From an optimization exercise on the open Yosys and OpenROAD flow, aimed at small area, a short achievable clock period and few clock cycles per item; shortcuts taken in it are not production practice. RTL that was checked went through simulation tests only; none was proved equivalent to the original. Only the layout flow was run in run 1; the RTL was not checked for function there.

## design/flow/config.mk

```make
export PLATFORM = sky130hd
export DESIGN_NAME = mod_mul64_module
export DESIGN_NICKNAME = mod_mul64_module
export VERILOG_FILES = /design/flow/design.v
export SDC_FILE = /design/flow/constraint.sdc
export NUM_CORES = 4
export LEC_CHECK = 0
export CAP_MARGIN = 20
export CORE_MARGIN = 2
export CORE_UTILIZATION = 40
export CTS_BUF_LIST = sky130_fd_sc_hd__clkbuf_4 sky130_fd_sc_hd__clkbuf_8
export SETUP_SLACK_MARGIN = 3.0
export SLEW_MARGIN = 20
export BUFFER_PORTS_ARGS = -buffer_cell sky130_fd_sc_hd__buf_1
```

## design/flow/constraint.sdc

```tcl
create_clock -name core_clock -period 6.0 [get_ports {clk}]
set_input_delay 1.2000 -clock core_clock [delete_from_list [all_inputs] [get_ports {clk}]]
set_output_delay 1.2000 -clock core_clock [all_outputs]
set_load 0.01 [all_outputs]
```

## design/flow/design.v

```verilog
`timescale 1ns / 1ps
module mod_mul64_module
#(
    parameter A_WIDTH = 64,
    parameter B_WIDTH = 64,
    parameter N_WIDTH = 64
)
(
    input clk,
    input rst,
    input start,
    input [A_WIDTH-1:0] A,
    input [B_WIDTH-1:0] B,
    input [N_WIDTH-1:0] N,
    output [N_WIDTH-1:0] P,
    output done
);
    localparam W = 66;
    localparam IDLE = 3'd0;
    localparam NORM = 3'd1;
    localparam LOOP = 3'd2;
    localparam CONV = 3'd3;
    localparam SHR  = 3'd4;
    reg [2:0] state;
    reg done_reg;
    reg [5:0] sc;
    reg [6:0] cnt;
    reg b_cur;       
    reg b_nxt;       
    reg b_nn;        
    reg md2;         
    reg md1;         
    reg mdh;         
    reg cadd;        
    reg sel1;        
    reg sel2;        
    reg neg;         
    reg [7:0] u4;    
    reg [63:0] n_reg;
    reg [7:0] v2;    
    reg [7:0] v1;    
    reg [7:0] v0;    
    reg [7:0] vm1;   
    reg [4:0] a5;    
    reg [5:0] a15;   
    reg [W-1:0] S, C;
    wire ml = md2;
    wire hold = md1;
    wire [W-1:0] s_in = ({W{md2}} & {S[W-2:0], 1'b0})
                      | ({W{hold}} & S)
                      | ({W{mdh}} & {1'b0, S[W-1:1]});
    wire [W-1:0] c_in = ({W{md2}} & {C[W-2:0], 1'b0})
                      | ({W{hold | mdh}} & C);
    wire [W-1:0] n1 = {2'b00, n_reg};
    wire [W-1:0] n2 = {1'b0, n_reg, 1'b0};
    wire [W-1:0] y = (({W{sel1}} & n1) | ({W{sel2}} & n2)) ^ {W{neg}};
    wire [W-1:0] s1 = s_in ^ c_in ^ y;
    wire [W-1:0] maj1 = (s_in & c_in) | (s_in & y) | (c_in & y);
    wire [W-1:0] c1 = {maj1[W-2:0], neg};
    wire xb = ml & b_cur;
    wire [W-1:0] x = {2'b00, {64{xb}} & A};
    wire [W-1:0] s2 = s1 ^ c1 ^ x;
    wire [W-1:0] maj2 = (s1 & c1) | (s1 & x) | (c1 & x);
    wire [W-1:0] c2 = {maj2[W-2:0], 1'b0};
    always @(posedge clk) begin
        S <= s2;
        C <= c2;
    end
    wire [7:0] u1 = S[65:58];
    wire [7:0] u2 = C[65:58];
    wire [7:0] e_s = u1 ^ u2 ^ u4;
    wire [7:0] e_c = {(u1[6:0] & u2[6:0]) | (u1[6:0] & u4[6:0]) | (u2[6:0] & u4[6:0]), 1'b0};
    wire lt2, lt1, lt0, ltm1;
    sign3 u_s2  (.a(e_s), .b(e_c), .k(v2),  .s(lt2));
    sign3 u_s1  (.a(e_s), .b(e_c), .k(v1),  .s(lt1));
    sign3 u_s0  (.a(e_s), .b(e_c), .k(v0),  .s(lt0));
    sign3 u_sm1 (.a(e_s), .b(e_c), .k(vm1), .s(ltm1));
    wire ge2 = !lt2;
    wire ge1 = !lt1;
    wire ge0 = !lt0;
    wire gem1 = !ltm1;
    wire nq_s2 = ge2;
    wire nq_s1 = ge1 & !ge2;
    wire nq_a1 = gem1 & !ge0;
    wire nq_a2 = !gem1;
    wire u4_first = (state == NORM);
    wire [7:0] u4_n = u4_first ? {2'b11, ~n_next[63:58]} :
                      ({8{nq_a1}} & {3'b000, n_reg[63:59]})
                    | ({8{nq_a2}} & {2'b00, n_reg[63:58]})
                    | ({8{nq_s1}} & {3'b111, ~n_reg[63:59]})
                    | ({8{nq_s2}} & {2'b11, ~n_reg[63:58]});
    reg [16:0] cz_grp;
    integer g;
    always @(posedge clk) begin
        for (g = 0; g < 16; g = g + 1)
            cz_grp[g] <= ~|c2[4*g +: 4];
        cz_grp[16] <= ~|c2[W-1:64];
    end
    wire c_zero = &cz_grp;
    wire fin = (state == CONV) && !cadd && c_zero;
    wire done_now = fin && !S[W-1] && (sc == 6'd0);
    wire [6:0] cnt_3 = cnt + 7'd3;
    wire b_n3 = !cnt_3[6] & B[~cnt_3[5:0]];
    wire last = (cnt == {1'b0, sc} + 7'd63);
    wire n_ld = (state == IDLE);
    wire n_sh = (state == NORM) && !n_reg[63];
    wire n_hd = !n_ld && !n_sh;
    wire [63:0] n_next = ({64{n_ld}} & N)
                       | ({64{n_sh}} & {n_reg[62:0], 1'b0})
                       | ({64{n_hd}} & n_reg);
    always @(posedge clk) begin
        u4 <= u4_n;
        n_reg <= n_next;
        a5 <= A[63:59];
        a15 <= a15_n[6:1];
    end
    wire [6:0] a15_n = {2'b00, A[63:59]} + {1'b0, A[63:59], 1'b0};
    wire u3_h = b_nxt;
    wire u3_l = b_nn;
    wire [7:0] u3_n = (u3_h & u3_l) ? {2'b00, a15} :
                      u3_h ? {3'b000, a5} :
                      u3_l ? {4'b0000, a5[4:1]} : 8'd0;
    wire [7:0] fx_n = {5'b00001, n_next[62:60]};
    always @(posedge clk) begin
        v2 <= u3_n;
        v1 <= u3_n + 8'd4;
        v0 <= u3_n + fx_n + 8'd5;
        vm1 <= u3_n + {fx_n[6:0], 1'b0} + 8'd6;
    end
    always @(posedge clk, posedge rst) begin
        if (rst) begin
            state <= IDLE;
            done_reg <= 1'b0;
            sc <= 6'd0;
            cnt <= 7'd0;
            b_cur <= 1'b0;
            b_nxt <= 1'b0;
            b_nn <= 1'b0;
            md2 <= 1'b0;
            md1 <= 1'b1;
            mdh <= 1'b0;
            cadd <= 1'b0;
            sel1 <= 1'b0;
            sel2 <= 1'b0;
            neg <= 1'b0;
        end
        else begin
            cadd <= 1'b0;
            md2 <= 1'b0;
            md1 <= 1'b0;
            mdh <= 1'b0;
            sel1 <= 1'b0;
            sel2 <= 1'b0;
            neg <= 1'b0;
            case (state)
                IDLE: begin
                    b_nxt <= B[63];
                    b_nn <= B[62];
                    cnt <= 7'd0;
                    sc <= 6'd0;
                    if (start) begin
                        done_reg <= 1'b0;
                        state <= NORM;
                    end
                    else
                        md1 <= 1'b1;
                end
                NORM: begin
                    if (!n_reg[63])
                        sc <= sc + 6'd1;
                    if (n_reg[63] || n_reg[62]) begin
                        b_cur <= b_nxt;
                        b_nxt <= b_nn;
                        b_nn <= B[61];
                        state <= LOOP;
                        md2 <= 1'b1;
                        sel2 <= 1'b1;
                        neg <= 1'b1;
                    end
                end
                LOOP: begin
                    cnt <= cnt + 7'd1;
                    b_cur <= b_nxt;
                    b_nxt <= b_nn;
                    b_nn <= b_n3;
                    if (last) begin
                        state <= CONV;
                        md1 <= 1'b1;
                        cadd <= 1'b1;
                        sel1 <= gem1;
                        sel2 <= !gem1;
                    end
                    else begin
                        md2 <= 1'b1;
                        sel1 <= nq_s1 | nq_a1;
                        sel2 <= nq_s2 | nq_a2;
                        neg <= ge1;
                    end
                end
                CONV: begin
                    md1 <= 1'b1;
                    if (fin) begin
                        if (S[W-1]) begin
                            sel1 <= 1'b1;
                            cadd <= 1'b1;
                        end
                        else if (sc != 6'd0) begin
                            state <= SHR;
                            md1 <= 1'b0;
                            mdh <= 1'b1;
                        end
                        else begin
                            state <= IDLE;
                            done_reg <= 1'b1;
                        end
                    end
                end
                SHR: begin
                    sc <= sc - 6'd1;
                    if (sc == 6'd1) begin
                        state <= IDLE;
                        done_reg <= 1'b1;
                        md1 <= 1'b1;
                    end
                    else
                        mdh <= 1'b1;
                end
                default: state <= IDLE;
            endcase
        end
    end
    assign P = S[63:0];
    assign done = done_reg | done_now;
endmodule
module sign3 (
    input [7:0] a,
    input [7:0] b,
    input [7:0] k,
    output s
);
    wire [7:0] x = a ^ b ^ k;
    wire [7:0] y = {(a[6:0] & b[6:0]) | (a[6:0] & k[6:0]) | (b[6:0] & k[6:0]), 1'b0};
    wire [6:0] g0 = x[6:0] & y[6:0];
    wire [6:0] p0 = x[6:0] ^ y[6:0];
    wire [6:0] g1, p1, g2, p2, g3;
    genvar i;
    generate
        for (i = 0; i < 7; i = i + 1) begin : pf
            if (i < 1) begin : a1
                assign g1[i] = g0[i];
                assign p1[i] = p0[i];
            end else begin : b1
                assign g1[i] = g0[i] | (p0[i] & g0[i-1]);
                assign p1[i] = p0[i] & p0[i-1];
            end
            if (i < 2) begin : a2
                assign g2[i] = g1[i];
                assign p2[i] = p1[i];
            end else begin : b2
                assign g2[i] = g1[i] | (p1[i] & g1[i-2]);
                assign p2[i] = p1[i] & p1[i-2];
            end
            if (i < 4) begin : a3
                assign g3[i] = g2[i];
            end else begin : b3
                assign g3[i] = g2[i] | (p2[i] & g2[i-4]);
            end
        end
    endgenerate
    assign s = x[7] ^ y[7] ^ g3[6];
endmodule
```

## design/flow/flow/run.sh

```bash
#!/bin/bash
# The standard layout (the standard.sh), with plain buf_1 cells as the
# port buffers instead of the default clkdlybuf4s50_1. The make output goes
# to standard.log; ORFS keeps each step's log under orfs/logs.
set -e
echo 'export BUFFER_PORTS_ARGS = -buffer_cell sky130_fd_sc_hd__buf_1' >> config.mk
bash standard.sh > standard.log 2>&1
```

## design/flow/standard.sh

```bash
#!/bin/bash
# synth_recipe.tcl (not shown) runs the flow's synth.tcl, then flattens the netlist and writes it again
# the make line also repeats each setting of config.mk as NAME=value (left out here)
make -C /OpenROAD-flow-scripts/flow DESIGN_CONFIG=/design/flow/config.mk WORK_HOME=/design/flow/orfs CLKGATE_MAP_FILE= SYNTH_SCRIPT=/design/flow/synth_recipe.tcl "${@:-finish}"
```

==> run summary, run 1 <==
Met3 Track Usage GR -> 4.17%
Peak fanout along the critical path -> 2
Synthesis-to-finish area growth -> 17.2%
Multi-input combinational cell area -> 0.0104 mm^2
Combinational family with the most area after synthesis -> adder cells
Net count, final -> 2,358
Flip-flop count of the largest register after layout -> 66
Final worst-path cycle share -> 56.9%
Status -> finished clean
Detailed Route WL -> 52,100 um
Seq/Total Area, Yosys -> 32.8%
Antenna violations before repair -> 1
Post-synth top area cell -> sky130_fd_sc_hd__dfxtp_1
Crit Path Category -> flop to primary output
Mean number of vias per cell -> 5.43
Post-synth cell types -> 73
H-tree Lvls -> 2
Row count -> 76
I/O pin total -> 260
Worst hold-check slack -> 0.476 ns
GRT Util Overall -> 22.3%
Unrepaired setup endpoints after global routing -> true
Maximum number of pins on one net before global-route repair -> 94
Via count -> 14,000
Worst-case headroom to the max-slew limit -> 42.9%
Total of flip-flops plus latches after synthesis -> 281
Leading cell types by total area after synthesis -> sky130_fd_sc_hd__dfxtp_1, sky130_fd_sc_hd__fa_1, sky130_fd_sc_hd__a22oi_1, sky130_fd_sc_hd__inv_1, sky130_fd_sc_hd__nand2_1
EDFF count, synth -> 0
Total Die Area -> 0.0457 mm^2
Vias in the first global route -> 13,900
Critical path launch point -> cadd
Gate count after technology mapping -> 1,757
Data arrival time of the critical path -> 2.22 ns
Register-to-register path setup slack -> 2.67 ns
Per-instance average area after synthesis -> 10.0 um^2
Cell area after synthesis -> 0.0176 mm^2
Worst-path clk slew -> 0.06 ns
Count of hold buffers inserted by post-cts repair -> 0
Remaining Overflow, GRT -> 0
Buffers on Ports -> 259
Met1 track utilization from global routing -> 30.0%
Post-placement cell area -> 0.0185 mm^2
Final instance count without filler cells -> 2,577
Adder and majority cell fraction of the synthesized area -> 21.8%
Die boundary height -> 214 um
Detailed-router iteration count before antenna repair -> 9
Required @ worst endpoint -> 4.80 ns
Cell Count Post-Placement -> 2,427
Sink Count -> 281
Class of the most critical hold timing path -> flop to flop
Core area -> 0.0433 mm^2
Ratio of cells with drive above 1 in the final layout -> 14.0%
Number of design rule violations left after detail routing -> 0
Worst Min Path Start -> n_reg[56]
# Max-Cap Violations -> 0
Synthesized net count -> 2,162
Synth top area share -> 28.9%
Buffer levels on the longest clock path -> 3
XOR/XNOR Fraction of Synth Area -> 5.67%
Worst setup slack after layout -> 2.58 ns
Startpoint types -> flop
Wire length of the first global-routing pass -> 78,400 um
Worst slew pin tran -> 0.857 ns
Fill cell instance count of the final layout -> 4,081
Post-synthesis simple-gate area fraction -> 9.49%
Clock skew -> 0.0144 ns
Top FF cell, synth -> sky130_fd_sc_hd__dfxtp_1
Number of hold-slack violations in the final timing report -> 0
Pins Over Slew Limit -> 0
Count of yosys warnings during synthesis -> 1
Min Tclk post-route -> 3.42 ns
Worst R2R Start -> u4[3]
Highest attainable clock frequency -> 293 MHz
Post-route ant nets -> 0
DRC marker count from the first detailed-route iteration -> 1,328
Critical register-to-register path endpoint -> u4[3]
Ys async rst share -> 9.61%
Starting utilization of the core area -> 40.7%
Cts bufs inserted -> 51
# setup viols final -> 0
Hold worst-path end -> n_reg[56]
Sequential standard cell area -> 0.00580 mm^2
Setup tns final -> 0 ns
Routability-driven placement congestion ratio -> 0.833
Reg2reg path depth -> 13
Post-synthesis mux area share -> 3.42%
Average wire per standard cell -> 20.2 um
Synth Area in Compound Gates -> 16.9%
Hold Path Depth -> 2
Category of the worst setup path capture point -> primary output
Non-Filler Cell Area, Final -> 0.0206 mm^2
Width of the chip -> 214 um
Root buffer cell -> sky130_fd_sc_hd__clkbuf_8
Sum of net half-perimeters after detailed placement -> 35,100 um
Source-to-sink clock delay at the later pin of the worst-skew pair -> 0.62 ns
GRT met2 Usage -> 35.9%
Clock tree from TritonCTS -> done
GRT Max-Usage Layer -> met2
Post-placement setup slack -> 2.08 ns
-- cell usage after synthesis, types with 4 or more instances --
master                     number
sky130_fd_sc_hd__dfrtp_1       26
sky130_fd_sc_hd__nor4_1        18
sky130_fd_sc_hd__clkbuf_1      89
sky130_fd_sc_hd__dfxtp_1      254
sky130_fd_sc_hd__buf_4         65
sky130_fd_sc_hd__nand2b_1       9
sky130_fd_sc_hd__a41oi_1        7
sky130_fd_sc_hd__inv_1        208
sky130_fd_sc_hd__and3_1        52
sky130_fd_sc_hd__a22o_1        12
sky130_fd_sc_hd__and2_1         9
sky130_fd_sc_hd__buf_2         12
sky130_fd_sc_hd__a22oi_1      188
sky130_fd_sc_hd__mux4_2        16
sky130_fd_sc_hd__xor2_1        66
sky130_fd_sc_hd__a222oi_1      64
sky130_fd_sc_hd__nor2_1        25
sky130_fd_sc_hd__nand3_1       19
sky130_fd_sc_hd__nand2_1      175
sky130_fd_sc_hd__mux2i_1       14
sky130_fd_sc_hd__mux2_2         9
sky130_fd_sc_hd__ha_1          50
sky130_fd_sc_hd__a31oi_1        4
sky130_fd_sc_hd__nor2b_1        6
sky130_fd_sc_hd__nor3_1         8
sky130_fd_sc_hd__a21o_1        11
sky130_fd_sc_hd__buf_1         18
sky130_fd_sc_hd__a21oi_1       33
sky130_fd_sc_hd__xnor2_1       29
sky130_fd_sc_hd__fa_1         160
sky130_fd_sc_hd__o21bai_1       4
sky130_fd_sc_hd__o21ai_0       21
sky130_fd_sc_hd__a32oi_1        4
sky130_fd_sc_hd__xnor2_2        5
sky130_fd_sc_hd__o31ai_1        4
sky130_fd_sc_hd__nand4_1        6
-- stage by stage --
| stage | util, % |
|---|---|
| 2_1_floorplan | - |
| 3_3_place_gp | 42.7 |
| 3_5_place_dp | 42.7 |
| 4_1_cts | 46.9 |
| 5_1_grt | 47.7 |
| 6_report | 47.7 |
-- how the worst max path moves through the flow --
stage / cells after the start / end / slack [ns]
after CTS: 6 / done / 2.62
after global routing: 6 / done / 2.53
after global placement: 8 / cz_grp[9] / 2.24
final: 6 / done / 2.58
after detailed placement: 8 / cz_grp[11] / 2.08
after floorplan: 12 / u4[4] / 2.97
-- cells by family (layout without fill, tap and decap cells) --
family	after synthesis	in the layout
AO/OA/AOI/OAI	383	383
XOR/XNOR	104	104
adder cells (fa/ha/maj)	210	210
buffers and inverters	395	628
flip-flops	281	281
multiplexers	39	39
other	0	1
AND/OR/NAND/NOR	345	346
-- critical path, stage by stage, from the launching register on --
cell                       delay, ns
sky130_fd_sc_hd__dfrtp_1        0.41
sky130_fd_sc_hd__nand4b_1       0.35
sky130_fd_sc_hd__nor3_2         0.23
sky130_fd_sc_hd__nand3_1        0.14
sky130_fd_sc_hd__nor2_2         0.16
sky130_fd_sc_hd__a31o_2         0.20
sky130_fd_sc_hd__buf_6          0.10
-- repair_timing --
action | CTS | global route
buffers inserted | 35 | 16
gates resized for setup | 74 | 33
setup endpoints to repair | 166 | 26
cloned | 4 | 3
pin swaps | 27 | 11
-- cell type report --
type,instances,share of cell area (%)
Antenna cell,1,0.0121
Clock inverter,7,0.534
Tap cell,585,3.55
Clock buffer,84,4.94
Inverter,208,3.82
Multi-Input combinational cell,1082,50.3
Sequential cell,281,28.1
Timing Repair Buffer,329,8.71
-- per-layer routing --
metal	routed length (um)	share of wire, %	vias to the layer above
li1	-	-	6468
met5	0	0	-
met1	22600	43	6891
met3	3780	7.2	84
met2	24200	47	543
met4	1530	2.9	0
-- layout by cell type, fill, tap and decap left out, types with 5 or more instances in the layout --
cell type / Yosys / routed
sky130_fd_sc_hd__dfrtp_2: 0 / 5
sky130_fd_sc_hd__and2_1: 9 / 6
sky130_fd_sc_hd__clkbuf_8: 0 / 62
sky130_fd_sc_hd__o21ai_0: 21 / 18
sky130_fd_sc_hd__inv_1: 208 / 202
sky130_fd_sc_hd__nor2b_1: 6 / 5
sky130_fd_sc_hd__a22o_1: 12 / 11
sky130_fd_sc_hd__nand2_1: 175 / 175
sky130_fd_sc_hd__nand3_1: 19 / 18
sky130_fd_sc_hd__xor2_1: 66 / 66
sky130_fd_sc_hd__clkbuf_4: 0 / 22
sky130_fd_sc_hd__xnor2_1: 29 / 29
sky130_fd_sc_hd__nand2b_1: 9 / 9
sky130_fd_sc_hd__buf_6: 3 / 12
sky130_fd_sc_hd__and3_1: 52 / 51
sky130_fd_sc_hd__nor4_1: 18 / 15
sky130_fd_sc_hd__a222oi_1: 64 / 64
sky130_fd_sc_hd__a21oi_2: 1 / 8
sky130_fd_sc_hd__fa_2: 0 / 7
sky130_fd_sc_hd__ha_1: 50 / 45
sky130_fd_sc_hd__a21o_1: 11 / 11
sky130_fd_sc_hd__dfxtp_1: 254 / 242
sky130_fd_sc_hd__mux2_2: 9 / 9
sky130_fd_sc_hd__a22oi_1: 188 / 188
sky130_fd_sc_hd__buf_12: 0 / 7
sky130_fd_sc_hd__dfxtp_2: 0 / 8
sky130_fd_sc_hd__nor3_1: 8 / 6
sky130_fd_sc_hd__a21oi_1: 33 / 24
sky130_fd_sc_hd__nor2_1: 25 / 23
sky130_fd_sc_hd__a41oi_2: 0 / 5
sky130_fd_sc_hd__dfrtp_1: 26 / 18
sky130_fd_sc_hd__fa_1: 160 / 153
sky130_fd_sc_hd__nand4_1: 6 / 6
sky130_fd_sc_hd__mux2i_1: 14 / 13
sky130_fd_sc_hd__mux4_2: 16 / 16
sky130_fd_sc_hd__buf_1: 18 / 258
sky130_fd_sc_hd__buf_4: 65 / 43
==> run 2, diff against run 1 <==
--- a/design/flow/design.v
+++ b/design/flow/design.v
@@ -33,6 +33,8 @@
     reg mdh;         
     reg cadd;        
-    reg sel1;        
-    reg sel2;        
+    reg q_a1;        
+    reg q_a2;        
+    reg q_s1;        
+    reg q_s2;        
     reg neg;         
     reg [7:0] u4;    
@@ -54,5 +56,5 @@
     wire [W-1:0] n1 = {2'b00, n_reg};
     wire [W-1:0] n2 = {1'b0, n_reg, 1'b0};
-    wire [W-1:0] y = (({W{sel1}} & n1) | ({W{sel2}} & n2)) ^ {W{neg}};
+    wire [W-1:0] y = (({W{q_a1 | q_s1}} & n1) | ({W{q_a2 | q_s2}} & n2)) ^ {W{neg}};
     wire [W-1:0] s1 = s_in ^ c_in ^ y;
     wire [W-1:0] maj1 = (s_in & c_in) | (s_in & y) | (c_in & y);
@@ -90,12 +92,7 @@
                     | ({8{nq_s1}} & {3'b111, ~n_reg[63:59]})
                     | ({8{nq_s2}} & {2'b11, ~n_reg[63:58]});
-    reg [16:0] cz_grp;
-    integer g;
-    always @(posedge clk) begin
-        for (g = 0; g < 16; g = g + 1)
-            cz_grp[g] <= ~|c2[4*g +: 4];
-        cz_grp[16] <= ~|c2[W-1:64];
-    end
-    wire c_zero = &cz_grp;
+    reg c_zero;      
+    always @(posedge clk)
+        c_zero <= ~|c2;
     wire fin = (state == CONV) && !cadd && c_zero;
     wire done_now = fin && !S[W-1] && (sc == 6'd0);
@@ -103,10 +100,6 @@
     wire b_n3 = !cnt_3[6] & B[~cnt_3[5:0]];
     wire last = (cnt == {1'b0, sc} + 7'd63);
-    wire n_ld = (state == IDLE);
-    wire n_sh = (state == NORM) && !n_reg[63];
-    wire n_hd = !n_ld && !n_sh;
-    wire [63:0] n_next = ({64{n_ld}} & N)
-                       | ({64{n_sh}} & {n_reg[62:0], 1'b0})
-                       | ({64{n_hd}} & n_reg);
+    wire [63:0] n_next = (state == IDLE) ? N :
+                         (state == NORM && !n_reg[63]) ? {n_reg[62:0], 1'b0} : n_reg;
     always @(posedge clk) begin
         u4 <= u4_n;
@@ -141,6 +134,8 @@
             mdh <= 1'b0;
             cadd <= 1'b0;
-            sel1 <= 1'b0;
-            sel2 <= 1'b0;
+            q_a1 <= 1'b0;
+            q_a2 <= 1'b0;
+            q_s1 <= 1'b0;
+            q_s2 <= 1'b0;
             neg <= 1'b0;
         end
@@ -150,6 +145,8 @@
             md1 <= 1'b0;
             mdh <= 1'b0;
-            sel1 <= 1'b0;
-            sel2 <= 1'b0;
+            q_a1 <= 1'b0;
+            q_a2 <= 1'b0;
+            q_s1 <= 1'b0;
+            q_s2 <= 1'b0;
             neg <= 1'b0;
             case (state)
@@ -175,5 +172,5 @@
                         state <= LOOP;
                         md2 <= 1'b1;
-                        sel2 <= 1'b1;
+                        q_s2 <= 1'b1;
                         neg <= 1'b1;
                     end
@@ -188,11 +185,13 @@
                         md1 <= 1'b1;
                         cadd <= 1'b1;
-                        sel1 <= gem1;
-                        sel2 <= !gem1;
+                        q_a1 <= gem1;
+                        q_a2 <= !gem1;
                     end
                     else begin
                         md2 <= 1'b1;
-                        sel1 <= nq_s1 | nq_a1;
-                        sel2 <= nq_s2 | nq_a2;
+                        q_s2 <= nq_s2;
+                        q_s1 <= nq_s1;
+                        q_a1 <= nq_a1;
+                        q_a2 <= nq_a2;
                         neg <= ge1;
                     end
@@ -202,5 +201,5 @@
                     if (fin) begin
                         if (S[W-1]) begin
-                            sel1 <= 1'b1;
+                            q_a1 <= 1'b1;
                             cadd <= 1'b1;
                         end
==> design/flow/flow/run.sh (replaced) <==
#!/bin/bash
# The standard layout (the standard.sh) with two changes:
#  - plain buf_1 cells as the port buffers instead of clkdlybuf4s50_1;
#  - clock tree synthesis without dummy loads (same arguments as the
#    standard flow otherwise).
# The make output goes to standard.log; ORFS keeps each step's log under
# orfs/logs.
set -e
cat >> config.mk <<'CFG'
export BUFFER_PORTS_ARGS = -buffer_cell sky130_fd_sc_hd__buf_1
export CTS_ARGS = -sink_clustering_enable -repair_clock_nets -dont_use_dummy_load -buf_list {sky130_fd_sc_hd__clkbuf_4 sky130_fd_sc_hd__clkbuf_8}
CFG
bash standard.sh > standard.log 2>&1
--- a/design/flow/config.mk
+++ b/design/flow/config.mk
@@ -13,2 +13,3 @@
 export SLEW_MARGIN = 20
 export BUFFER_PORTS_ARGS = -buffer_cell sky130_fd_sc_hd__buf_1
+export CTS_ARGS = -sink_clustering_enable -repair_clock_nets -dont_use_dummy_load -buf_list {sky130_fd_sc_hd__clkbuf_4 sky130_fd_sc_hd__clkbuf_8}
==> run summary, run 2 <==
Leading cell types by total area after synthesis -> sky130_fd_sc_hd__dfxtp_1, sky130_fd_sc_hd__fa_1, sky130_fd_sc_hd__edfxtp_1, sky130_fd_sc_hd__a22oi_1, sky130_fd_sc_hd__inv_1
Seq/Total Area, Yosys -> 35.2% (+2.5 points)
Startpoint types -> flop
Clock skew -> 0.0724 ns (+0.0580 ns)
Flip-flop count of the largest register after layout -> 66 (unchanged)
Number of hold-slack violations in the final timing report -> 0 (unchanged)
Ratio of cells with drive above 1 in the final layout -> 17.7% (+3.7 points)
Post-synth top area cell -> sky130_fd_sc_hd__dfxtp_1
Total of flip-flops plus latches after synthesis -> 267 (-5.0%)
Post-route ant nets -> 0 (unchanged)
Unrepaired setup endpoints after global routing -> true
Most frequently used cell type in the post-synthesis netlist -> sky130_fd_sc_hd__inv_1
Buffer levels on the longest clock path -> 3 (unchanged)
Sink Count -> 267 (-5.0%)
Cts bufs inserted -> 48 (-5.9%)
DRC marker count from the first detailed-route iteration -> 1,248 (-6.0%)
Vias in the first global route -> 13,600 (-2.6%)
Wire length of the first global-routing pass -> 77,200 um (-1.5%)
Maximum number of pins on one net before global-route repair -> 96 (+2.1%)
GRT Util Overall -> 22.6% (+0.30 points)
Met1 track utilization from global routing -> 28.5% (-1.5 points)
Commonest cells after routing, fill and taps aside -> sky130_fd_sc_hd__buf_1, sky130_fd_sc_hd__inv_1, sky130_fd_sc_hd__dfxtp_1
Ys async rst share -> 10.9% (+1.3 points)
Gate count after technology mapping -> 1,571 (-11%)
Most common cell after layout, fill and taps aside -> sky130_fd_sc_hd__buf_1
Class of the most critical hold timing path -> flop to flop
Antenna violations before repair -> 2 (+1)
Core area -> 0.0428 mm^2 (-1.1%)
# setup viols final -> 0 (unchanged)
Count of hold buffers inserted by post-cts repair -> 0 (unchanged)
Width of the chip -> 212 um (-1.0%)
Buffers on Ports -> 259 (unchanged)
# Max-Cap Violations -> 0 (unchanged)
Min Tclk post-route -> 3.40 ns (-0.0133 ns)
I/O pin total -> 260 (unchanged)
Top FF cell, synth -> sky130_fd_sc_hd__dfxtp_1
Source-to-sink clock delay at the later pin of the worst-skew pair -> 0.63 ns (about the same)
Starting utilization of the core area -> 40.3% (-0.39 points)
Total Die Area -> 0.0448 mm^2 (-2.0%)
Root buffer cell -> sky130_fd_sc_hd__clkbuf_8
Mean number of vias per cell -> 5.68 (+4.6%)
Number of antenna cells inserted -> 0 (-1)
Synthesis-to-finish area growth -> 17.9%
Worst slew pin tran -> 0.879 ns (+0.0218 ns)
Crit Path Category -> flop to flop
Worst-case headroom to the max-slew limit -> 41.2% (-1.7 points)
Synthesized net count -> 1,976 (-8.6%)
Category of the worst setup path capture point -> flop
Net count, final -> 2,207 (-6.4%)
Die boundary height -> 212 um (-1.0%)
Synth top area share -> 20.9% (-8.0 points)
Routability-driven placement congestion ratio -> 0.881 (+5.8%)
Setup tns final -> 0 ns (unchanged)
Remaining Overflow, GRT -> 0 (unchanged)
Met3 Track Usage GR -> 4.93% (+0.75 points)
Sum of net half-perimeters after detailed placement -> 35,200 um (+0.24%)
H-tree Lvls -> 2 (unchanged)
Register-to-register path setup slack -> 2.60 ns (-0.07 ns)
Count of yosys warnings during synthesis -> 1 (unchanged)
Pins Over Slew Limit -> 0 (unchanged)
Per-instance average area after synthesis -> 11.0 um^2 (+9.5%)
GRT met2 Usage -> 38.2% (+2.3 points)
EDFF count, synth -> 58 (+58)
Average wire per standard cell -> 22.1 um (+9.2%)
GRT Max-Usage Layer -> met2
Row count -> 76 (unchanged)
Highest attainable clock frequency -> 294 MHz (+0.39%)
Clock tree from TritonCTS -> done
Number of design rule violations left after detail routing -> 0 (unchanged)
Detailed Route WL -> 51,800 um (-0.62%)
Data arrival time of the critical path -> 3.88 ns (+1.66 ns)
Detailed-router iteration count before antenna repair -> 9 (unchanged)
Final worst-path cycle share -> 56.7% (-0.22 points)
Status -> finished clean
Cell area after synthesis -> 0.0172 mm^2 (-2.0%)
Required @ worst endpoint -> 6.48 ns (+1.68 ns)
Worst-path clk slew -> 0.06 ns (about the same)
List of most frequent post-synthesis cells -> sky130_fd_sc_hd__inv_1, sky130_fd_sc_hd__dfxtp_1, sky130_fd_sc_hd__fa_1
Peak fanout along the critical path -> 8 (+6)
Via count -> 13,300 (-4.7%)
Post-synth cell types -> 65 (-11%)
[run 2: cell count changes after synthesis, sizes merged, moves of 8 or more]
cell    previous run  this run
o21ai             22        33
xnor2             34        22
a22o              12        59
dfxtp            254       180
a22oi            189       133
edfxtp             0        58
nand2            176        24
and3              52        70
mux2i             14         6
[run 2: area by class of cell]
type | instances | area (um^2)
Clock buffer | 48 | 661
Sequential cell | 267 | 6130
Tap cell | 546 | 683
Fill cell | 3951 | 22500
Inverter | 208 | 783
Timing Repair Buffer | 351 | 1830
Multi-Input combinational cell | 926 | 10200
[run 2: layer usage]
metal | wire (um) | part of all wire, % | up-vias
met5 | 12 | 0.023 | -
met4 | 1670 | 3.2 | 2
met3 | 3840 | 7.4 | 113
met2 | 25300 | 49 | 576
met1 | 21000 | 40 | 6639
li1 | - | - | 5992
[run 2: stage by stage]
step / cell area (um^2) / utilization [%] / hold slack (ns) / instances / setup slack [ns]
floorplan: 17300 / - / 0.446 / 1571 / 2.94
global placement: 18100 / 42.4 / 0.474 / 2213 / 1.72
detailed placement: 18100 / 42.4 / 0.491 / 2213 / 1.62
CTS: 19700 / 46.1 / 0.517 / 2313 / 2.63
global route: 20300 / 47.5 / 0.546 / 2346 / 2.48
finish: 20300 / 47.5 / 0.512 / 2346 / 2.60
[run 2: kinds of logic after synthesis]
| group | after synthesis | synth area share (%) |
|---|---|---|
| buf+inv | 385 | 9.90 |
| compound gates | 368 | 16.7 |
| flops | 267 | 35.2 |
| fa+ha+maj | 210 | 22.2 |
| simple gates | 203 | 6.65 |
| xor+xnor | 101 | 5.66 |
| mux | 37 | 3.68 |
[run 2: final timing paths]
kind	from	depth (start not counted)	endpoint
setup / recovery	q_s1	11	c_zero
hold / removal	a15[5]	2	v0[6]
setup reg to reg	q_s1	11	c_zero
hold reg to reg	a15[5]	2	v0[6]
max in group asynchronous	rst	3	q_a2
min in group asynchronous	rst	3	b_nn
[run 2: timing repair]
action / in CTS / in global routing
resized for setup: 107 / 68
buffers inserted: 46 / 32
gates cloned: 6 / 1
setup endpoints to repair: 193 / 16
pin swaps: 41 / 46
[run 2: critical path, stage by stage, from the launching register on]
cell and delay (ns):
sky130_fd_sc_hd__dfrtp_1 0.38, sky130_fd_sc_hd__or2_4 0.35, sky130_fd_sc_hd__buf_12 0.18, sky130_fd_sc_hd__a22oi_2 0.21, sky130_fd_sc_hd__xor2_2 0.11, sky130_fd_sc_hd__fa_1 0.56, sky130_fd_sc_hd__inv_1 0.05, sky130_fd_sc_hd__fa_2 0.33
sky130_fd_sc_hd__or4_4 0.58, sky130_fd_sc_hd__nor4_4 0.19, sky130_fd_sc_hd__nand3_2 0.12, sky130_fd_sc_hd__nor4_2 0.24
Testbench counts of run 2, summed over its fixed seeds: cycles 14,291, ops 192.
==> run 3, diff against run 2 <==
--- a/design/flow/flow/run.sh
+++ b/design/flow/flow/run.sh
@@ -9,5 +9,5 @@
 cat >> config.mk <<'CFG'
 export BUFFER_PORTS_ARGS = -buffer_cell sky130_fd_sc_hd__buf_1
-export CTS_ARGS = -sink_clustering_enable -repair_clock_nets -dont_use_dummy_load -buf_list {sky130_fd_sc_hd__clkbuf_4 sky130_fd_sc_hd__clkbuf_8}
+export CTS_ARGS = -sink_clustering_enable -repair_clock_nets -dont_use_dummy_load -sink_clustering_size 14 -sink_clustering_max_diameter 70 -buf_list {sky130_fd_sc_hd__clkbuf_4 sky130_fd_sc_hd__clkbuf_8}
 CFG
 bash standard.sh > standard.log 2>&1
==> design/flow/config.mk (replaced) <==
export PLATFORM = sky130hd
export DESIGN_NAME = mod_mul64_module
export DESIGN_NICKNAME = mod_mul64_module
export VERILOG_FILES = /design/flow/design.v
export SDC_FILE = /design/flow/constraint.sdc
export NUM_CORES = 4
export LEC_CHECK = 0
export CAP_MARGIN = 5
export CORE_MARGIN = 2
export CORE_UTILIZATION = 40
export CTS_BUF_LIST = sky130_fd_sc_hd__clkbuf_4 sky130_fd_sc_hd__clkbuf_8
export SETUP_SLACK_MARGIN = 3.0
export SLEW_MARGIN = 5
export BUFFER_PORTS_ARGS = -buffer_cell sky130_fd_sc_hd__buf_1
export CTS_ARGS = -sink_clustering_enable -repair_clock_nets -dont_use_dummy_load -sink_clustering_size 14 -sink_clustering_max_diameter 70 -buf_list {sky130_fd_sc_hd__clkbuf_4 sky130_fd_sc_hd__clkbuf_8}
==> run summary, run 3 <==
Wire length of the first global-routing pass -> 76,100 um (-1.5%)
H-tree Lvls -> 1 (-1)
Adder and majority cell fraction of the synthesized area -> 22.2% (unchanged)
Per-instance average area after synthesis -> 11.0 um^2 (unchanged)
Core area -> 0.0428 mm^2 (unchanged)
Net count, final -> 2,161 (-2.1%)
Vias in the first global route -> 13,400 (-1.3%)
Total of flip-flops plus latches after synthesis -> 267 (unchanged)
Ys async rst share -> 10.9% (unchanged)
# Max-Cap Violations -> 0 (unchanged)
GRT Util Overall -> 22.0% (-0.60 points)
Worst path most repeated cell -> sky130_fd_sc_hd__fa_1
Data arrival time of the critical path -> 3.93 ns (+0.05 ns)
Detailed Route WL -> 50,400 um (-2.7%)
Average wire per standard cell -> 21.9 um (-0.91%)
Synth Area in Compound Gates -> 16.7% (unchanged)
Sink Count -> 267 (unchanged)
Unrepaired setup endpoints after global routing -> true
Post-synthesis simple-gate area fraction -> 6.65% (unchanged)
Crit Path Category -> flop to flop
Root buffer cell -> sky130_fd_sc_hd__clkbuf_8
Die boundary height -> 212 um (unchanged)
Worst path slowest cell -> sky130_fd_sc_hd__fa_1
Remaining Overflow, GRT -> 0 (unchanged)
Maximum number of pins on one net before global-route repair -> 96 (unchanged)
Peak fanout along the critical path -> 5 (-3)
Worst path cell trace -> buf_4 -> or2_4 -> a22oi_2 -> xor2_1 -> fa_1 -> inv_1 -> fa_1 -> or4_4 -> nor4_4 -> nand3_2 -> nor4_2
Cts bufs inserted -> 25 (-48%)
Antenna violations before repair -> 1 (-1)
Number of hold-slack violations in the final timing report -> 0 (unchanged)
Top cell family by delay on the critical path -> simple AND/OR/NAND/NOR gates
Sum of net half-perimeters after detailed placement -> 35,200 um (unchanged)
Routability-driven placement congestion ratio -> 0.881 (unchanged)
Commonest cells after routing, fill and taps aside -> sky130_fd_sc_hd__buf_1, sky130_fd_sc_hd__inv_1, sky130_fd_sc_hd__dfxtp_1
Worst-case headroom to the max-slew limit -> 41.3% (+0.048 points)
Mean number of vias per cell -> 5.70 (+0.36%)
Setup tns final -> 0 ns (unchanged)
Ratio of cells with drive above 1 in the final layout -> 14.1% (-3.6 points)
Via count -> 13,100 (-1.5%)
Number of design rule violations left after detail routing -> 0 (unchanged)
Seq/Total Area, Yosys -> 35.2% (unchanged)
Row count -> 76 (unchanged)
Synth top area share -> 20.9% (unchanged)
Post-route ant nets -> 0 (unchanged)
Worst slew pin tran -> 0.878 ns (-0.000710 ns)
Cell area after synthesis -> 0.0172 mm^2 (unchanged)
Detailed-router iteration count before antenna repair -> 8 (-1)
Clock tree from TritonCTS -> done
Top FF cell, synth -> sky130_fd_sc_hd__dfxtp_1
Gate count after technology mapping -> 1,571 (unchanged)
Leading cell types by total area after synthesis -> sky130_fd_sc_hd__dfxtp_1, sky130_fd_sc_hd__fa_1, sky130_fd_sc_hd__edfxtp_1, sky130_fd_sc_hd__a22oi_1, sky130_fd_sc_hd__inv_1
XOR/XNOR Fraction of Synth Area -> 5.66% (unchanged)
Status -> finished clean
Buffer levels on the longest clock path -> 3 (unchanged)
Category of the worst setup path capture point -> flop
Buffers on Ports -> 259 (unchanged)
Flip-flop count of the largest register after layout -> 66 (unchanged)
Starting utilization of the core area -> 40.3% (unchanged)
Post-synth top area cell -> sky130_fd_sc_hd__dfxtp_1
Combinational family with the most area after synthesis -> adder cells
Worst-path clk slew -> 0.09 ns (+0.03 ns)
Buffers and inverters on the worst path -> 2 (unchanged)
Post-synthesis mux area share -> 3.68% (unchanged)
Count of yosys warnings during synthesis -> 1 (unchanged)
Clock skew -> 0.0931 ns (+0.0207 ns)
Width of the chip -> 212 um (unchanged)
DRC marker count from the first detailed-route iteration -> 1,155 (-7.5%)
Highest attainable clock frequency -> 289 MHz (-1.8%)
I/O pin total -> 260 (unchanged)
Critical path's largest stage delay -> 0.56 ns (-0.02 ns)
Source-to-sink clock delay at the later pin of the worst-skew pair -> 0.63 ns (about the same)
Total Die Area -> 0.0448 mm^2 (unchanged)
Final worst-path cycle share -> 57.7% (+1.0 points)
Most frequently used cell type in the post-synthesis netlist -> sky130_fd_sc_hd__inv_1
Most common cell after layout, fill and taps aside -> sky130_fd_sc_hd__buf_1
List of most frequent post-synthesis cells -> sky130_fd_sc_hd__inv_1, sky130_fd_sc_hd__dfxtp_1, sky130_fd_sc_hd__fa_1
Pins Over Slew Limit -> 0 (unchanged)
Startpoint types -> flop
Post-synth cell types -> 65 (unchanged)
Required @ worst endpoint -> 6.47 ns (about the same)
Synthesized net count -> 1,976 (unchanged)
EDFF count, synth -> 58 (unchanged)
# setup viols final -> 0 (unchanged)
Min Tclk post-route -> 3.46 ns (+0.0609 ns)
Class of the most critical hold timing path -> flop to flop
Count of hold buffers inserted by post-cts repair -> 0 (unchanged)
Worst hold-check slack -> 0.508 ns (-0.00420 ns)
Synthesis-to-finish area growth -> 14.0%
## run 3: cell counts after synthesis
No cell type changed its count.
## run 3: area by class of cell
type | count | area, um^2
Timing Repair Buffer | 329 | 1670
Antenna cell | 3 | 7.51
Clock buffer | 25 | 344
Sequential cell | 267 | 6130
Fill cell | 4000 | 23100
Multi-Input combinational cell | 925 | 10000
Tap cell | 546 | 683
Inverter | 208 | 783
## run 3: tightest hold or removal path, cell delays in order (launching register included)
cell and delay, ns:
sky130_fd_sc_hd__dfxtp_1 0.31, sky130_fd_sc_hd__nand3_1 0.10, sky130_fd_sc_hd__nor2_1 0.05
## run 3: worst paths after layout
kind / slack [ns] / end / start / depth (start not counted)
setup / recovery: 2.54 / c_zero / q_a2 / 11
hold / removal: 0.51 / v0[6] / a15[5] / 2
setup reg to reg: 2.54 / c_zero / q_a2 / 11
hold reg to reg: 0.51 / v0[6] / a15[5] / 2
max in group asynchronous: 4.95 / cnt[0] / rst / 3
min in group asynchronous: 0.68 / cnt[1] / rst / 3
## run 3: through the flow
| step | worst slack, ns | cells | area (um^2) | util, % |
|---|---|---|---|---|
| finish | 2.54 | 2303 | 19700 | 45.9 |
| global route | 2.47 | 2301 | 19600 | 45.9 |
| CTS | 2.57 | 2288 | 19300 | 45.2 |
| detailed placement | 1.62 | 2213 | 18100 | 42.4 |
| global placement | 1.72 | 2213 | 18100 | 42.4 |
| floorplan | 2.94 | 1571 | 17300 | - |
## run 3: kinds of logic after synthesis
logic type / count (synthesis)
AND/OR/NAND/NOR: 203
XOR/XNOR: 101
multiplexers: 37
buffers and inverters: 385
flip-flops: 267
adder cells (fa/ha/maj): 210
AO/OA/AOI/OAI: 368
## run 3: layer usage
metal / GRT usage, % / vias up / wire length (um)
li1: - / 5904 / -
met1: 29.0 / 6633 / 21100
met2: 37.4 / 520 / 24600
met3: 3.81 / 66 / 3330
met4: 5.73 / 2 / 1220
met5: 0 / - / 50
## run 3: what timing repair did
item	in CTS	in global routing
gates cloned	5	1
resized for setup	102	37
setup buffers	45	11
pin swaps	33	24
endpoints found under the setup margin	209	48
endpoints found under the hold margin	0	0
==> run 4, diff against run 3 <==
--- a/design/flow/config.mk
+++ b/design/flow/config.mk
@@ -6,10 +6,10 @@
 export NUM_CORES = 4
 export LEC_CHECK = 0
-export CAP_MARGIN = 5
+export CAP_MARGIN = 20
 export CORE_MARGIN = 2
 export CORE_UTILIZATION = 40
 export CTS_BUF_LIST = sky130_fd_sc_hd__clkbuf_4 sky130_fd_sc_hd__clkbuf_8
 export SETUP_SLACK_MARGIN = 3.0
-export SLEW_MARGIN = 5
+export SLEW_MARGIN = 20
 export BUFFER_PORTS_ARGS = -buffer_cell sky130_fd_sc_hd__buf_1
 export CTS_ARGS = -sink_clustering_enable -repair_clock_nets -dont_use_dummy_load -sink_clustering_size 14 -sink_clustering_max_diameter 70 -buf_list {sky130_fd_sc_hd__clkbuf_4 sky130_fd_sc_hd__clkbuf_8}
==> run summary, run 4 <==
Status -> finished clean
Count of hold buffers inserted by post-cts repair -> 0 (unchanged)
Min Tclk post-route -> 3.46 ns (unchanged)
List of most frequent post-synthesis cells -> sky130_fd_sc_hd__inv_1, sky130_fd_sc_hd__dfxtp_1, sky130_fd_sc_hd__fa_1
# setup viols final -> 0 (unchanged)
Post-synth top area cell -> sky130_fd_sc_hd__dfxtp_1
Buffer levels on the longest clock path -> 3 (unchanged)
EDFF count, synth -> 58 (unchanged)
Commonest cells after routing, fill and taps aside -> sky130_fd_sc_hd__buf_1, sky130_fd_sc_hd__inv_1, sky130_fd_sc_hd__dfxtp_1
Root buffer cell -> sky130_fd_sc_hd__clkbuf_8
Total Die Area -> 0.0448 mm^2 (unchanged)
Ys async rst share -> 10.9% (unchanged)
Fill cell instance count of the final layout -> 4,000 (unchanged)
Net count, final -> 2,161 (unchanged)
Endpoint of the most critical setup path -> c_zero
Most common cell after layout, fill and taps aside -> sky130_fd_sc_hd__buf_1
Worst hold-check slack -> 0.508 ns (unchanged)
Maximum number of pins on one net before global-route repair -> 96 (unchanged)
Count of yosys warnings during synthesis -> 1 (unchanged)
Final worst-path cycle share -> 57.7% (unchanged)
Post-synth cell types -> 65 (unchanged)
Category of the worst setup path capture point -> flop
Required @ worst endpoint -> 6.47 ns (about the same)
Vias in the first global route -> 13,400 (unchanged)
Row count -> 76 (unchanged)
Clock tree from TritonCTS -> done
Peak fanout along the critical path -> 5 (unchanged)
Synth top area share -> 20.9% (unchanged)
Data arrival time of the critical path -> 3.93 ns (about the same)
Remaining Overflow, GRT -> 0 (unchanged)
Wire length of the first global-routing pass -> 76,100 um (unchanged)
# Max-Cap Violations -> 0 (unchanged)
Reg2reg path depth -> 11 (unchanged)
Met1 track utilization from global routing -> 29.0% (unchanged)
Source-to-sink clock delay at the later pin of the worst-skew pair -> 0.63 ns (about the same)
GRT Max-Usage Layer -> met2
Sum of net half-perimeters after detailed placement -> 35,200 um (unchanged)
Synthesis-to-finish area growth -> 14.0% (unchanged)
Top FF cell, synth -> sky130_fd_sc_hd__dfxtp_1
Gate count after technology mapping -> 1,571 (unchanged)
Setup tns final -> 0 ns (unchanged)
Die boundary height -> 212 um (unchanged)
Met3 Track Usage GR -> 3.81% (unchanged)
Width of the chip -> 212 um (unchanged)
Register-to-register path setup slack -> 2.54 ns (about the same)
Flip-flop count of the largest register after layout -> 66 (unchanged)
Highest attainable clock frequency -> 289 MHz (unchanged)
Starting utilization of the core area -> 40.3% (unchanged)
GRT Util Overall -> 22.0% (unchanged)
Antenna violations before repair -> 1 (unchanged)
Sink Count -> 267 (unchanged)
Critical register-to-register path endpoint -> c_zero
Critical path launch point -> q_a2
Worst-case headroom to the max-slew limit -> 41.3% (unchanged)
DRC marker count from the first detailed-route iteration -> 1,155 (unchanged)
Worst-path clk slew -> 0.09 ns (about the same)
Leading cell types by total area after synthesis -> sky130_fd_sc_hd__dfxtp_1, sky130_fd_sc_hd__fa_1, sky130_fd_sc_hd__edfxtp_1, sky130_fd_sc_hd__a22oi_1, sky130_fd_sc_hd__inv_1
Unrepaired setup endpoints after global routing -> true
Pins Over Slew Limit -> 0 (unchanged)
Mean number of vias per cell -> 5.70 (unchanged)
Synthesized net count -> 1,976 (unchanged)
I/O pin total -> 260 (unchanged)
Number of hold-slack violations in the final timing report -> 0 (unchanged)
Cts bufs inserted -> 25 (unchanged)
Total of flip-flops plus latches after synthesis -> 267 (unchanged)
Most frequently used cell type in the post-synthesis netlist -> sky130_fd_sc_hd__inv_1
Number of design rule violations left after detail routing -> 0 (unchanged)
Post-route ant nets -> 0 (unchanged)
Per-instance average area after synthesis -> 11.0 um^2 (unchanged)
H-tree Lvls -> 1 (unchanged)
Buffers on Ports -> 259 (unchanged)
Routability-driven placement congestion ratio -> 0.881 (unchanged)
GRT met2 Usage -> 37.4% (unchanged)
Worst slew pin tran -> 0.878 ns (unchanged)
Seq/Total Area, Yosys -> 35.2% (unchanged)
Average wire per standard cell -> 21.9 um (unchanged)
Detailed-router iteration count before antenna repair -> 8 (unchanged)
Crit Path Category -> flop to flop
Ratio of cells with drive above 1 in the final layout -> 14.1% (unchanged)
Cell area after synthesis -> 0.0172 mm^2 (unchanged)
Detailed Route WL -> 50,400 um (unchanged)
Startpoint types -> flop
Core area -> 0.0428 mm^2 (unchanged)
Worst R2R Start -> q_a2
Clock skew -> 0.0931 ns (unchanged)
Class of the most critical hold timing path -> flop to flop
Via count -> 13,100 (unchanged)
==> run 4: cell counts after synthesis <==
No cell type changed its count.
==> run 4: routing by layer <==
metal  share of wire, %  routed length, um
met1                 42              21100
met2                 49              24600
met3                6.6               3330
met4                2.4               1220
met5              0.099                 50
==> run 4: worst min-delay path by stage <==
stage                 from  slack [ns]  cells after the start  endpoint
floorplan            a5[0]        0.45                      2    vm1[0]
global route         a5[0]        0.54                      2    vm1[0]
global placement     a5[0]        0.47                      2    vm1[0]
detailed placement   a5[0]        0.49                      2    vm1[0]
finish              a15[5]        0.51                      2     v0[6]
CTS                  a5[0]        0.51                      2    vm1[0]
==> run 4: final cells by class <==
| cell class | instances | area [um^2] | area share (%) |
|---|---|---|---|
| inverter | 208 | 783 | 3.99 |
| antenna | 3 | 7.51 | 0.0382 |
| multi-input combinational | 925 | 10000 | 51.1 |
| sequential | 267 | 6130 | 31.2 |
| tap | 546 | 683 | 3.48 |
| clock buffer | 25 | 344 | 1.75 |
| timing repair buffer | 329 | 1670 | 8.52 |
==> run 4: critical path, stage by stage (launching register included) <==
cell and delay (ns):
sky130_fd_sc_hd__dfrtp_2 0.49, sky130_fd_sc_hd__buf_4 0.17, sky130_fd_sc_hd__or2_4 0.29, sky130_fd_sc_hd__a22oi_2 0.18
sky130_fd_sc_hd__xor2_1 0.12, sky130_fd_sc_hd__fa_1 0.56, sky130_fd_sc_hd__inv_1 0.05, sky130_fd_sc_hd__fa_1 0.39
sky130_fd_sc_hd__or4_4 0.54, sky130_fd_sc_hd__nor4_4 0.28, sky130_fd_sc_hd__nand3_2 0.12, sky130_fd_sc_hd__nor4_2 0.19
==> run 4: repair_timing <==
action / 4_1_cts / 5_1_grt
setup endpoints to repair: 209 / 48
pin swaps: 33 / 24
resized for setup: 102 / 37
gates cloned: 5 / 1
setup buffers: 45 / 11
==> run 4: metrics by stage <==
stage | utilization, % | worst slack (ns) | cell area, um^2 | cells
CTS | 45.2 | 2.57 | 19300 | 2288
detailed placement | 42.4 | 1.62 | 18100 | 2213
global route | 45.9 | 2.47 | 19600 | 2301
floorplan | - | 2.94 | 17300 | 1571
finish | 45.9 | 2.54 | 19700 | 2303
global placement | 42.4 | 1.72 | 18100 | 2213
==> run 4: logic make-up (layout without fill, tap and decap cells) <==
family	after synthesis	after routing	share of synthesized area, %
compound gates	368	368	16.7
xor+xnor	101	101	5.66
fa+ha+maj	210	210	22.2
buf+inv	385	562	9.90
flops	267	267	35.2
mux	37	37	3.68
other cells	0	3	0
simple gates	203	209	6.65
==> run 5, diff against run 4 <==
--- a/design/flow/design.v
+++ b/design/flow/design.v
@@ -92,7 +92,17 @@
                     | ({8{nq_s1}} & {3'b111, ~n_reg[63:59]})
                     | ({8{nq_s2}} & {2'b11, ~n_reg[63:58]});
-    reg c_zero;      
-    always @(posedge clk)
-        c_zero <= ~|c2;
+    reg [8:0] cz_grp;
+    always @(posedge clk) begin
+        cz_grp[0] <= ~|c2[7:0];
+        cz_grp[1] <= ~|c2[15:8];
+        cz_grp[2] <= ~|c2[23:16];
+        cz_grp[3] <= ~|c2[31:24];
+        cz_grp[4] <= ~|c2[39:32];
+        cz_grp[5] <= ~|c2[47:40];
+        cz_grp[6] <= ~|c2[55:48];
+        cz_grp[7] <= ~|c2[63:56];
+        cz_grp[8] <= ~|c2[W-1:64];
+    end
+    wire c_zero = &cz_grp;
     wire fin = (state == CONV) && !cadd && c_zero;
     wire done_now = fin && !S[W-1] && (sc == 6'd0);
==> run summary, run 5 <==
Gate count after technology mapping -> 1,582 (+0.70%)
Highest attainable clock frequency -> 310 MHz (+7.4%)
Ratio of cells with drive above 1 in the final layout -> 16.8% (+2.7 points)
Total Die Area -> 0.0454 mm^2 (+1.4%)
Detailed-router iteration count before antenna repair -> 13 (+5)
Ys async rst share -> 10.5% (-0.32 points)
Detailed Route WL -> 51,200 um (+1.7%)
Cts bufs inserted -> 27 (+8.0%)
I/O pin total -> 260 (unchanged)
Mean number of vias per cell -> 5.58 (-2.1%)
Pins Over Slew Limit -> 0 (unchanged)
Clock skew -> 0.0337 ns (-0.0594 ns)
Core occupancy in the finished layout -> 47.4% (+1.4 points)
Critical path launch point -> u4[4]
Buffers on Ports -> 259 (unchanged)
Buffers and inverters on the worst path -> 1 (-1)
Worst-case headroom to the max-slew limit -> 37.2% (-4.1 points)
Worst slew pin tran -> 0.939 ns (+0.0611 ns)
Buffer levels on the longest clock path -> 3 (unchanged)
Sink Count -> 275 (+3.0%)
Unrepaired setup endpoints after global routing -> true
Data arrival time of the critical path -> 3.70 ns (-0.23 ns)
Count of yosys warnings during synthesis -> 1 (unchanged)
Critical register-to-register path endpoint -> u4[0]
Min Tclk post-route -> 3.22 ns (-0.239 ns)
Via count -> 13,200 (+0.41%)
Number of hold-slack violations in the final timing report -> 0 (unchanged)
GRT Util Overall -> 22.0% (+0.038 points)
Maximum number of pins on one net before global-route repair -> 67 (-30%)
Status -> finished clean
Worst R2R Start -> u4[4]
Top FF cell, synth -> sky130_fd_sc_hd__dfxtp_1
Endpoint of the most critical setup path -> u4[0]
Worst path slowest cell -> sky130_fd_sc_hd__fa_1
Number of design rule violations left after detail routing -> 0 (unchanged)
Width of the chip -> 213 um (+0.72%)
Setup tns final -> 0 ns (unchanged)
Post-route ant nets -> 0 (unchanged)
# setup viols final -> 0 (unchanged)
Net count, final -> 2,180 (+0.88%)
Synthesized net count -> 1,987 (+0.56%)
Category of the worst setup path capture point -> flop
Core area -> 0.0431 mm^2 (+0.67%)
Register-to-register path setup slack -> 2.78 ns (+0.24 ns)
Peak fanout along the critical path -> 8 (+3)
Remaining Overflow, GRT -> 0 (unchanged)
Routability-driven placement congestion ratio -> 0.846 (-4.0%)
Reg2reg path depth -> 10 (-1)
DRC marker count from the first detailed-route iteration -> 1,280 (+11%)
Per-instance average area after synthesis -> 11.1 um^2 (+0.77%)
Post-synth top area cell -> sky130_fd_sc_hd__dfxtp_1
Top cell family by delay on the critical path -> adder cells
Leading cell types by total area after synthesis -> sky130_fd_sc_hd__dfxtp_1, sky130_fd_sc_hd__fa_1, sky130_fd_sc_hd__edfxtp_1, sky130_fd_sc_hd__a22oi_1, sky130_fd_sc_hd__inv_1
Critical path's largest stage delay -> 0.63 ns (+0.07 ns)
Worst setup slack after layout -> 2.78 ns (+0.239 ns)
H-tree Lvls -> 1 (unchanged)
Multi-input combinational cell area -> 0.0104 mm^2 (+3.5%)
# Max-Cap Violations -> 0 (unchanged)
Final worst-path cycle share -> 53.7% (-4.0 points)
Most frequently used cell type in the post-synthesis netlist -> sky130_fd_sc_hd__inv_1
Class of the most critical hold timing path -> flop to flop
Cell area after synthesis -> 0.0175 mm^2 (+1.5%)
Row count -> 76 (unchanged)
Synthesis-to-finish area growth -> 16.7%
Clock tree from TritonCTS -> done
Root buffer cell -> sky130_fd_sc_hd__clkbuf_8
List of most frequent post-synthesis cells -> sky130_fd_sc_hd__inv_1, sky130_fd_sc_hd__dfxtp_1, sky130_fd_sc_hd__fa_1
Commonest cells after routing, fill and taps aside -> sky130_fd_sc_hd__buf_1, sky130_fd_sc_hd__inv_1, sky130_fd_sc_hd__dfxtp_1
Die boundary height -> 213 um (+0.72%)
Average wire per standard cell -> 21.7 um (-0.88%)
Flip-flop count of the largest register after layout -> 66 (unchanged)
Starting utilization of the core area -> 40.6% (+0.32 points)
Post-placement setup slack -> 2.21 ns (+0.592 ns)
Antenna violations before repair -> 3 (+2)
Required @ worst endpoint -> 6.47 ns (about the same)
Crit Path Category -> flop to flop
Seq/Total Area, Yosys -> 35.6% (+0.40 points)
Startpoint types -> flop
Sum of net half-perimeters after detailed placement -> 35,100 um (-0.23%)
Worst hold-check slack -> 0.487 ns (-0.0216 ns)
Worst path cell trace -> fa_2 -> fa_1 -> ha_4 -> a21oi_2 -> o221ai_4 -> buf_12 -> xnor2_4 -> nor4_1 -> a31oi_1 -> a22oi_1
Most common cell after layout, fill and taps aside -> sky130_fd_sc_hd__buf_1
EDFF count, synth -> 58 (unchanged)
Synth top area share -> 21.5% (+0.61 points)
Number of cells on the critical path -> 10 (-1)
Post-synth cell types -> 78 (+20%)
Fill cell instance count of the final layout -> 3,958 (-1.1%)
Total of flip-flops plus latches after synthesis -> 275 (+3.0%)
Sequential standard cell area -> 0.00630 mm^2 (+2.8%)
Vias in the first global route -> 13,200 (-1.2%)
Worst-path clk slew -> 0.08 ns (about the same)
Source-to-sink clock delay at the later pin of the worst-skew pair -> 0.60 ns (-0.03 ns)
Wire length of the first global-routing pass -> 76,700 um (+0.83%)
run 5: cell count changes in the layout (fill, tap and decap cells not counted), moves of 8 or more:
cell,previous run,this run
sky130_fd_sc_hd__xnor2_2,1,17
sky130_fd_sc_hd__xnor2_1,21,69
sky130_fd_sc_hd__nor2_1,24,35
sky130_fd_sc_hd__nor4_1,11,1
sky130_fd_sc_hd__a31oi_1,2,11
sky130_fd_sc_hd__xor2_1,73,12
sky130_fd_sc_hd__and3_1,67,59
sky130_fd_sc_hd__a22oi_1,130,109
sky130_fd_sc_hd__a22oi_2,3,23
sky130_fd_sc_hd__nand2_1,24,36
run 5: cell type report:
cell class / instances / share of cell area, %
diodes: 4 / 0.0491
clock buffers: 27 / 1.82
inverters: 202 / 3.78
multi-input cells: 933 / 50.9
flip-flops and latches: 275 / 30.9
well taps: 585 / 3.59
repair buffers: 335 / 8.97
repair inverters: 1 / 0.0429
run 5: worst min-delay path by stage:
stage | start | endpoint | slack (ns) | depth (start not counted)
final | a15[5] | v0[6] | 0.49 | 2
after global placement | a5[0] | vm1[0] | 0.47 | 2
after floorplan | a5[0] | vm1[0] | 0.43 | 2
after detailed placement | a15[5] | v0[6] | 0.48 | 2
after global routing | a15[5] | v0[6] | 0.52 | 2
after CTS | a15[5] | v0[6] | 0.49 | 2
run 5: what timing repair did:
action                                  CTS  global route
hold buffers                              0             0
setup buffers                            35            24
pin swaps                                45            50
gates cloned                              6             2
resized for setup                       113            85
endpoints found under the setup margin  128            25
run 5: cell families after synthesis:
logic type      count (synthesis)  share of synthesized area (%)
compound gates                362                           16.3
fa+ha+maj                     210                           21.9
simple gates                  211                           6.91
xor+xnor                      110                           6.21
buf+inv                       377                           9.61
flops                         275                           35.6
mux                            37                           3.45
run 5: tightest hold or removal path, cell delays in order, from the launching register on:
cell and delay, ns:
sky130_fd_sc_hd__dfxtp_1 0.30, sky130_fd_sc_hd__nand3_1 0.09, sky130_fd_sc_hd__nor2_1 0.05
run 5: per-stage QoR:
stage                     cells  area [um^2]
final                      2362        20400
after global routing       2358        20400
after CTS                  2332        19700
after detailed placement   2264        18400
after global placement     2264        18400
after floorplan            1582        17600
run 5: routing by layer:
layer	vias up	track usage (%)	part of all wire (%)
met5	-	0	0.035
met4	2	5.57	2.4
met3	71	4.52	8.2
met2	581	35.6	47
met1	6578	30.2	42
li1	5947	-	-
Testbench counts of run 5, summed over its fixed seeds: cycles 14,291, ops 192.

re-timing with driven ports:
How much do the figures lean on ideal ports? The routed layouts below were timed once more, with nothing changed but the port constraints.
Step 1 sets driving cells, clkbuf_16 on the clock port and buf_2 on the other inputs (assumed; they add their load-dependent delay and slew).
Step 2 adds t to the input delays and takes it off the output delays; t is the mean of the earliest and latest rising clock arrival at the registers after step 1. Input paths then give back, and output paths get back, about the clock's delay inside the block.
a / b / c = no drivers / after step 1 / after step 2; a / b = the first two.
run	t (ns)	slack for setup (ns)	clock arrival spread, ns	cell pins on the clock port's net
run 1	0.671	2.583 / 2.529 / 2.669	0.016 / 0.017	1
run 2	0.645	2.597 / 2.597 / 2.597	0.074 / 0.074	1
run 3	0.630	2.536 / 2.536 / 2.536	0.097 / 0.096	1
run 4	0.630	2.536 / 2.536 / 2.536	0.097 / 0.096	1
run 5	0.638	2.775 / 2.775 / 2.775	0.043 / 0.042	1
After both steps every run listed still meets setup and hold.
